Context: an optimization exercise on an open-source flow, tuned for small area. The choices shown serve that exercise and are no tape-out recipe.
At most, simulation tests tie the RTL to the original design; equivalence was not proved.
Power and IR drop assume default switching activity.

==> flow/design.v (excerpt) <==
module apb_spi_master (
    input  wire        pclk_i,
    input  wire        rst_n_i,
    input  wire        psel_i,
    input  wire        penable_i,
    input  wire [ 3:0] paddr_i,
    input  wire        pwrite_i,
    input  wire [31:0] pwdata_i,
    output reg  [31:0] prdata_o,
    output wire        pready_o,
    output reg         spi_clk_o,
    output reg         spi_sdo_o,
    output wire        spi_cs_n_o,
    input  wire        spi_sdi_i
);
Size: ~1300 cells after synthesis, ~78 I/O pins.
Settings: LEC_CHECK=0, CAP_MARGIN=20, CORE_MARGIN=2, CORE_UTILIZATION=40, CTS_BUF_LIST=sky130_fd_sc_hd__clkbuf_2 sky130_fd_sc_hd__clkbuf_4 sky130_fd_sc_hd__clkbuf_8, CTS_CLUSTER_DIAMETER=60, CTS_CLUSTER_SIZE=20, SLEW_MARGIN=20; clock period 5.0 ns.
standard.sh (not shown) runs the stock make flow with config.mk's settings and CLKGATE_MAP_FILE= SYNTH_SCRIPT=/design/flow/synth_recipe.tcl, a recipe that flattens the netlist after the stock synthesis.
==> flow/flow/run.sh <==
#!/bin/bash
# Standard layout, with the port buffers made of the smallest buffer cell
# (the default picks a much larger delay cell) and a clock tree without
# dummy balancing loads.
set -euo pipefail
export BUFFER_PORTS_ARGS="-buffer_cell sky130_fd_sc_hd__buf_1"
export CTS_ARGS="-sink_clustering_enable -repair_clock_nets -sink_clustering_size 20 -sink_clustering_max_diameter 60 -buf_list {sky130_fd_sc_hd__clkbuf_2 sky130_fd_sc_hd__clkbuf_4 sky130_fd_sc_hd__clkbuf_8} -dont_use_dummy_load"
bash standard.sh > standard_flow.log 2>&1
Next try:
--- a/flow/design.v
+++ b/flow/design.v
@@ -10,12 +10,16 @@
     output wire        pready_o,
     output reg         spi_clk_o,
     output reg         spi_sdo_o,
     output wire        spi_cs_n_o,
     input  wire        spi_sdi_i
 );
+    always @(posedge pclk_i) begin
+        if (fall) rx_wait <= 1'b0;
+        else if (rx_done) rx_wait <= 1'b1;
+    end
     localparam [2:0] S_IDLE = 3'd0, S_CMD = 3'd1, S_ADDR = 3'd2, S_DUMMY = 3'd3,
                      S_TX = 3'd4, S_RX = 3'd5, S_EOT = 3'd6;
     reg  [ 2:0] state;
     reg  [31:0] reg_cmd;
     reg  [31:0] reg_addr;
     reg  [31:0] reg_len;
Worst setup slack gets worse by 230 ps.
Wire length hardly moves.
Design area is lower slightly.
Combinational power is about the same.
Die area is lower slightly.
Sequential power hardly moves.
Final cell count goes down slightly.
Sequential share of layout area is higher by 0.31 points.
Fmax fell by a few percent.
Total power hardly moves.
Via count went down slightly.
For the second run of this note, only the layout was checked, not whether the RTL still works.

---

The RTL this note starts from:
==> flow/design.v <==
module apb_spi_master (
    input  wire        pclk_i,
    input  wire        rst_n_i,
    input  wire        psel_i,
    input  wire        penable_i,
    input  wire [ 3:0] paddr_i,
    input  wire        pwrite_i,
    input  wire [31:0] pwdata_i,
    output reg  [31:0] prdata_o,
    output wire        pready_o,
    output reg         spi_clk_o,
    output reg         spi_sdo_o,
    output wire        spi_cs_n_o,
    input  wire        spi_sdi_i
);
    localparam [2:0] S_IDLE = 3'b000, S_CMD = 3'b001, S_ADDR = 3'b011, S_DUMMY = 3'b010,
                     S_TX = 3'b101, S_RX = 3'b110, S_EOT = 3'b100;
    reg  [ 2:0] state;
    reg  [31:0] reg_cmd;      
    reg  [ 3:0] reg_addr_lo;    
    reg  [31:4] reg_addr_hi;    
    reg  [ 7:0] reg_len_lo;     
    reg  [31:8] reg_len_hi;     
    reg  [15:0] reg_wdata_lo;   
    reg  [31:16] reg_wdata_hi;  
    wire [31:0] reg_addr  = {reg_addr_hi, reg_addr_lo};
    wire [31:0] reg_len   = {reg_len_hi, reg_len_lo};
    wire [31:0] reg_wdata = {reg_wdata_hi, reg_wdata_lo};
    reg  [31:0] reg_rdata;    
    reg  [15:0] ctrl_div;     
    reg  [13:0] ctrl_mid;     
    reg         ctrl_rx;      
    reg         ctrl_tx;      
    reg         cmd_v, addr_v, len_v, wdata_v, rdata_v, div_v, mid_v;
    reg         req_rd;       
    reg         req_wr;       
    reg         cmd_b;        
    reg  [ 3:0] req_addr;
    reg  [ 7:0] req_len;
    reg  [15:0] req_wdata;
    reg         tx_busy;
    reg  [15:0] tx_cnt;
    reg         rx_busy;
    reg  [ 7:0] rx_len;
    reg  [15:0] rx_cnt;
    reg  [31:0] rx_data;
    reg         rx_wait;
    reg  [15:0] clk_cnt;
    reg         clk_q;
    wire        st_idle  = state == S_IDLE;
    wire        st_cmd   = state == S_CMD;
    wire        st_addr  = state == S_ADDR;
    wire        st_dummy = state == S_DUMMY;
    wire        st_tx    = state[2] && state[0];
    wire        st_rx    = state[2] && state[1];
    wire        st_eot   = state == S_EOT;
    wire        active   = state[1] || state[0];
    wire        tx_phase = state[0];
    assign pready_o   = 1'b1;
    assign spi_cs_n_o = !active;
    function [15:0] inc16;
        input [15:0] x;
        integer i;
        reg c;
        begin
            c = 1'b1;
            for (i = 0; i < 16; i = i + 1) begin
                inc16[i] = x[i] ^ c;
                c = c & x[i];
            end
        end
    endfunction
    wire [15:0] clk_cnt_next = inc16(clk_cnt);
    wire        clk_full     = clk_cnt_next == ctrl_div;
    wire        rise         = clk_q & ~spi_clk_o;
    wire        fall         = ~clk_q & spi_clk_o;
    always @(posedge pclk_i) begin
        clk_cnt <= (clk_full || !active) ? 16'd0 : clk_cnt_next;
    end
    always @(posedge pclk_i or negedge rst_n_i) begin
        if (!rst_n_i) begin
            clk_q     <= 1'b0;
            spi_clk_o <= 1'b0;
        end else begin
            clk_q     <= active && (clk_q ^ clk_full);
            spi_clk_o <= clk_q;
        end
    end
    wire [15:0] tx_cnt_next = inc16(tx_cnt);
    wire        tx_last     = st_tx ? (tx_cnt_next == {8'd0, req_len}) : (tx_cnt[1] && tx_cnt[0]);
    wire        tx_done     = fall && tx_last;
    wire        tx_start    = tx_phase && !tx_busy;
    wire        tx_word     = tx_cnt[4:0] == 5'b11111;
    wire        tx_shift    = fall && tx_busy && (!tx_done || tx_word);
    wire        dummy_two   = tx_cnt[2] && tx_cnt[0];   
    wire        dummy_step  = st_dummy && fall && !dummy_two;
    wire [ 4:0] bit_idx     = tx_start ? 5'd0 : tx_cnt_next[4:0];
    reg         bit_val;
    always @(*) begin
        case (state)
            S_CMD:   bit_val = !bit_idx[0] || (bit_idx[1] && cmd_b);
            S_ADDR:  bit_val = req_addr[~bit_idx[1:0]];
            default: bit_val = !bit_idx[4] && req_wdata[~bit_idx[3:0]];
        endcase
    end
    always @(posedge pclk_i) begin
        if (tx_start) tx_cnt <= 16'd0;
        else if ((tx_busy && fall && !tx_done) || dummy_step) tx_cnt <= tx_cnt_next;
    end
    always @(posedge pclk_i or negedge rst_n_i) begin
        if (!rst_n_i) begin
            tx_busy   <= 1'b0;
            spi_sdo_o <= 1'b0;
        end else begin
            tx_busy <= tx_start || (tx_busy && !tx_done);
            if (tx_start || tx_shift) spi_sdo_o <= bit_val;
        end
    end
    wire [15:0] rx_cnt_next = inc16(rx_cnt);
    wire        rx_done     = rise && (rx_cnt_next == {8'd0, rx_len});
    wire        rx_word     = rise && (rx_cnt == 16'd31);
    wire        rx_start    = !rx_busy && st_rx && ctrl_rx;
    wire        rx_stop     = (rx_busy && rx_word && !ctrl_rx) || rx_done;
    always @(posedge pclk_i or negedge rst_n_i) begin
        if (!rst_n_i) begin
            rx_busy <= 1'b0;
            rx_cnt  <= 16'd0;
            rx_data <= 32'd0;
            rdata_v <= 1'b0;
        end else begin
            if (rx_start) rx_busy <= 1'b1;
            else if (rx_stop) rx_busy <= 1'b0;
            if (rx_start) rx_cnt <= 16'd0;
            else if (rx_busy && rise) rx_cnt <= rx_cnt_next;
            if (rx_busy && rise) rx_data <= {rx_data[30:0], spi_sdi_i};
            rdata_v <= 1'b1;
        end
    end
    always @(posedge pclk_i) begin
        if (!rx_busy) reg_rdata <= rx_data;
        if (st_rx) rx_len <= req_len;
        if (fall) rx_wait <= 1'b0;
        else if (rx_done) rx_wait <= 1'b1;
    end
    wire go_cmd = st_idle && ctrl_tx && (req_rd || req_wr);
    always @(posedge pclk_i or negedge rst_n_i) begin
        if (!rst_n_i) begin
            state  <= S_IDLE;
            req_rd <= 1'b0;
            req_wr <= 1'b0;
        end else begin
            case (state)
                S_IDLE:  if (go_cmd) state <= S_CMD;
                S_CMD:   if (tx_done) state <= S_ADDR;
                S_ADDR:  if (tx_done) state <= S_DUMMY;
                S_DUMMY: if (dummy_two) begin
                    if (req_rd) state <= S_RX;
                    else if (req_wr) state <= S_TX;
                end
                S_TX:    if (tx_done) state <= S_EOT;
                S_RX:    if (rx_wait && fall) state <= S_EOT;
                default: state <= S_IDLE;
            endcase
            if (st_eot) begin
                req_rd <= 1'b0;
                req_wr <= 1'b0;
            end else if (st_idle && ctrl_tx) begin
                req_rd <= cmd_v && (reg_cmd[3:0] == 4'hA);
                req_wr <= cmd_v && (reg_cmd[3:0] == 4'hB);
            end
        end
    end
    always @(posedge pclk_i) begin
        if (st_idle) cmd_b <= req_wr;
        if (st_idle && ctrl_tx) begin
            req_addr  <= reg_addr_lo;
            req_len   <= reg_len_lo;
            req_wdata <= reg_wdata_lo;
        end
    end
    wire wr_en   = psel_i && penable_i && pwrite_i;
    wire wr_low  = wr_en && (paddr_i[3:2] == 2'b00);
    wire wr_cmd  = wr_en && (paddr_i == 4'd0);
    wire wr_addr = wr_en && (paddr_i == 4'd1);
    wire wr_len  = wr_en && (paddr_i == 4'd2);
    wire wr_wd   = wr_en && (paddr_i == 4'd3);
    wire wr_ctrl = wr_en && (paddr_i == 4'd5);
    always @(posedge pclk_i or negedge rst_n_i) begin
        if (!rst_n_i) begin
            reg_addr_lo     <= 4'd0;
            reg_len_lo      <= 8'd0;
            reg_wdata_lo    <= 16'd0;
            ctrl_rx         <= 1'b0;
            ctrl_tx         <= 1'b0;
            cmd_v           <= 1'b0;
            addr_v          <= 1'b0;
            len_v           <= 1'b0;
            wdata_v         <= 1'b0;
            div_v           <= 1'b0;
            mid_v           <= 1'b0;
        end else begin
            if (wr_addr) reg_addr_lo <= pwdata_i[3:0];
            if (wr_len) reg_len_lo <= pwdata_i[7:0];
            if (wr_wd) reg_wdata_lo <= pwdata_i[15:0];
            if (wr_cmd) cmd_v <= 1'b1;
            if (wr_addr) addr_v <= 1'b1;
            if (wr_len) len_v <= 1'b1;
            if (wr_wd) wdata_v <= 1'b1;
            if (wr_ctrl) div_v <= 1'b1;
            if (wr_ctrl) begin
                mid_v   <= 1'b1;
                ctrl_rx <= pwdata_i[1];
                ctrl_tx <= pwdata_i[0];
            end else if (!wr_low) begin
                mid_v   <= 1'b0;
                ctrl_rx <= ctrl_rx && !st_eot;
                ctrl_tx <= ctrl_tx && !st_eot;
            end
        end
    end
    always @(posedge pclk_i) begin
        if (wr_cmd) reg_cmd <= pwdata_i;
        if (wr_addr) reg_addr_hi <= pwdata_i[31:4];
        if (wr_len) reg_len_hi <= pwdata_i[31:8];
        if (wr_wd) reg_wdata_hi <= pwdata_i[31:16];
        if (wr_ctrl) begin
            ctrl_div <= (pwdata_i[31:16] < 16'd4) ? 16'd4 : pwdata_i[31:16];
            ctrl_mid <= pwdata_i[15:2];
        end
    end
    wire        rd_en  = psel_i && !pwrite_i;
    wire        rd_cmd = rd_en && cmd_v && paddr_i == 4'd0;
    wire        rd_adr = rd_en && addr_v && paddr_i == 4'd1;
    wire        rd_len = rd_en && len_v && paddr_i == 4'd2;
    wire        rd_wd  = rd_en && wdata_v && paddr_i == 4'd3;
    wire        rd_rd  = rd_en && rdata_v && paddr_i == 4'd4;
    wire        rd_ct  = rd_en && paddr_i == 4'd5;
    wire [31:0] rd_ctv = {{16{rd_ct && div_v}}, {14{rd_ct && mid_v}}, rd_ct, rd_ct};
    wire [31:0] reg_ctrl = {ctrl_div, ctrl_mid, ctrl_rx, ctrl_tx};
    wire [31:0] rd_next;
    genvar gi;
    generate
        for (gi = 0; gi < 32; gi = gi + 1) begin : g_rd
            apb_spi_rd_bit u_bit (
                .sel ({!rd_en, rd_ctv[gi], rd_rd, rd_wd, rd_len, rd_adr, rd_cmd}),
                .din ({prdata_o[gi], reg_ctrl[gi], reg_rdata[gi], reg_wdata[gi],
                       reg_len[gi], reg_addr[gi], reg_cmd[gi]}),
                .dout(rd_next[gi])
            );
        end
    endgenerate
    always @(posedge pclk_i or negedge rst_n_i) begin
        if (!rst_n_i) prdata_o <= 32'd0;
        else prdata_o <= rd_next;
    end
endmodule
module apb_spi_rd_bit (
    input  wire [6:0] sel,
    input  wire [6:0] din,
    output wire       dout
);
    assign dout = |(sel & din);
endmodule
export LEC_CHECK = 0
export CAP_MARGIN = 20
export CORE_MARGIN = 2
export CORE_UTILIZATION = 40
export SLEW_MARGIN = 20
export SYNTH_HIERARCHICAL = 1
export SYNTH_MINIMUM_KEEP_SIZE = 0
create_clock -name core_clock -period 5.0 [get_ports {pclk_i}]
==> flow/flow/run.sh <==
#!/bin/bash
# Standard layout, with the port buffers made of the smallest buffer cell
# (the default picks a much larger delay cell) and a clock tree without
# dummy balancing loads.
set -euo pipefail
export BUFFER_PORTS_ARGS="-buffer_cell sky130_fd_sc_hd__buf_1"
export CTS_ARGS="-sink_clustering_enable -repair_clock_nets -sink_clustering_size 16 -sink_clustering_max_diameter 60 -buf_list {sky130_fd_sc_hd__clkbuf_2 sky130_fd_sc_hd__clkbuf_4 sky130_fd_sc_hd__clkbuf_8} -dont_use_dummy_load"
bash standard.sh > standard_flow.log 2>&1
Rerun with:
--- a/flow/design.v
+++ b/flow/design.v
@@ -15,19 +15,13 @@
 );
     localparam [2:0] S_IDLE = 3'b000, S_CMD = 3'b001, S_ADDR = 3'b011, S_DUMMY = 3'b010,
                      S_TX = 3'b101, S_RX = 3'b110, S_EOT = 3'b100;
     reg  [ 2:0] state;
     reg  [31:0] reg_cmd;      
-    reg  [ 3:0] reg_addr_lo;    
-    reg  [31:4] reg_addr_hi;    
-    reg  [ 7:0] reg_len_lo;     
-    reg  [31:8] reg_len_hi;     
-    reg  [15:0] reg_wdata_lo;   
-    reg  [31:16] reg_wdata_hi;  
-    wire [31:0] reg_addr  = {reg_addr_hi, reg_addr_lo};
-    wire [31:0] reg_len   = {reg_len_hi, reg_len_lo};
-    wire [31:0] reg_wdata = {reg_wdata_hi, reg_wdata_lo};
+    reg  [31:0] reg_addr;     
+    reg  [31:0] reg_len;      
+    reg  [31:0] reg_wdata;    
     reg  [31:0] reg_rdata;    
     reg  [15:0] ctrl_div;     
     reg  [13:0] ctrl_mid;     
     reg         ctrl_rx;      
     reg         ctrl_tx;      
@@ -35,11 +29,12 @@
     reg         req_rd;       
     reg         req_wr;       
     reg         cmd_b;        
     reg  [ 3:0] req_addr;
     reg  [ 7:0] req_len;
-    reg  [15:0] req_wdata;
+    reg  [15:0] req_wdata;    
+    reg         req_wdata_v;
     reg         tx_busy;
     reg  [15:0] tx_cnt;
     reg         rx_busy;
     reg  [ 7:0] rx_len;
     reg  [15:0] rx_cnt;
@@ -98,11 +93,11 @@
     reg         bit_val;
     always @(*) begin
         case (state)
             S_CMD:   bit_val = !bit_idx[0] || (bit_idx[1] && cmd_b);
             S_ADDR:  bit_val = req_addr[~bit_idx[1:0]];
-            default: bit_val = !bit_idx[4] && req_wdata[~bit_idx[3:0]];
+            default: bit_val = !bit_idx[4] && req_wdata_v && req_wdata[~bit_idx[3:0]];
         endcase
     end
     always @(posedge pclk_i) begin
         if (tx_start) tx_cnt <= 16'd0;
         else if ((tx_busy && fall && !tx_done) || dummy_step) tx_cnt <= tx_cnt_next;
@@ -171,13 +166,14 @@
         end
     end
     always @(posedge pclk_i) begin
         if (st_idle) cmd_b <= req_wr;
         if (st_idle && ctrl_tx) begin
-            req_addr  <= reg_addr_lo;
-            req_len   <= reg_len_lo;
-            req_wdata <= reg_wdata_lo;
+            req_addr    <= reg_addr[3:0] & {4{addr_v}};
+            req_len     <= reg_len[7:0] & {8{len_v}};
+            req_wdata   <= reg_wdata[15:0];
+            req_wdata_v <= wdata_v;
         end
     end
     wire wr_en   = psel_i && penable_i && pwrite_i;
     wire wr_low  = wr_en && (paddr_i[3:2] == 2'b00);
     wire wr_cmd  = wr_en && (paddr_i == 4'd0);
@@ -185,25 +181,19 @@
     wire wr_len  = wr_en && (paddr_i == 4'd2);
     wire wr_wd   = wr_en && (paddr_i == 4'd3);
     wire wr_ctrl = wr_en && (paddr_i == 4'd5);
     always @(posedge pclk_i or negedge rst_n_i) begin
         if (!rst_n_i) begin
-            reg_addr_lo     <= 4'd0;
-            reg_len_lo      <= 8'd0;
-            reg_wdata_lo    <= 16'd0;
             ctrl_rx         <= 1'b0;
             ctrl_tx         <= 1'b0;
             cmd_v           <= 1'b0;
             addr_v          <= 1'b0;
             len_v           <= 1'b0;
             wdata_v         <= 1'b0;
             div_v           <= 1'b0;
             mid_v           <= 1'b0;
         end else begin
-            if (wr_addr) reg_addr_lo <= pwdata_i[3:0];
-            if (wr_len) reg_len_lo <= pwdata_i[7:0];
-            if (wr_wd) reg_wdata_lo <= pwdata_i[15:0];
             if (wr_cmd) cmd_v <= 1'b1;
             if (wr_addr) addr_v <= 1'b1;
             if (wr_len) len_v <= 1'b1;
             if (wr_wd) wdata_v <= 1'b1;
             if (wr_ctrl) div_v <= 1'b1;
@@ -218,13 +208,13 @@
             end
         end
     end
     always @(posedge pclk_i) begin
         if (wr_cmd) reg_cmd <= pwdata_i;
-        if (wr_addr) reg_addr_hi <= pwdata_i[31:4];
-        if (wr_len) reg_len_hi <= pwdata_i[31:8];
-        if (wr_wd) reg_wdata_hi <= pwdata_i[31:16];
+        if (wr_addr) reg_addr <= pwdata_i;
+        if (wr_len) reg_len <= pwdata_i;
+        if (wr_wd) reg_wdata <= pwdata_i;
         if (wr_ctrl) begin
             ctrl_div <= (pwdata_i[31:16] < 16'd4) ? 16'd4 : pwdata_i[31:16];
             ctrl_mid <= pwdata_i[15:2];
         end
     end
What happened: The changed run ran to the end with no violations; count of clock-buffer cells in the layout goes up by 1; clock power stays flat; cell count goes down by 1.6%; sequential power barely changes; hold slack gets worse by 6.7 ps.

## port drivers added, routing unchanged
The results above use ideal ports. As a check the final layouts listed here were re-extracted and re-timed, cells and wires unchanged.
Step 1 assumes that a clkbuf_16 drives the clock port and a buf_2 every other input.
Step 2 adds t to the input delays and takes it off the output delays; t is the mean of the earliest and latest rising clock arrival at the registers after step 1. Input paths then give back, and output paths get back, about the clock's delay inside the block.
Slacks: no drivers / after step 1 / after step 2; pairs: no drivers / after step 1.
run	shift t [ns]	setup WS [ns]	clock arrival spread, ns	worst slew at a driven data input, ns	pins driven straight from the clock port
the first run of note 1	0.634	0.641 / 0.641 / 0.641	0.107 / 0.107	0.08	1
the second run of note 1	0.631	0.414 / 0.414 / 0.414	0.108 / 0.108	0.11	1
the first run of note 2	0.617	0.300 / 0.300 / 0.300	0.066 / 0.065	0.09	1
the second run of note 2	0.623	0.452 / 0.452 / 0.452	0.057 / 0.057	0.09	1
After both steps every run listed still meets setup and hold.
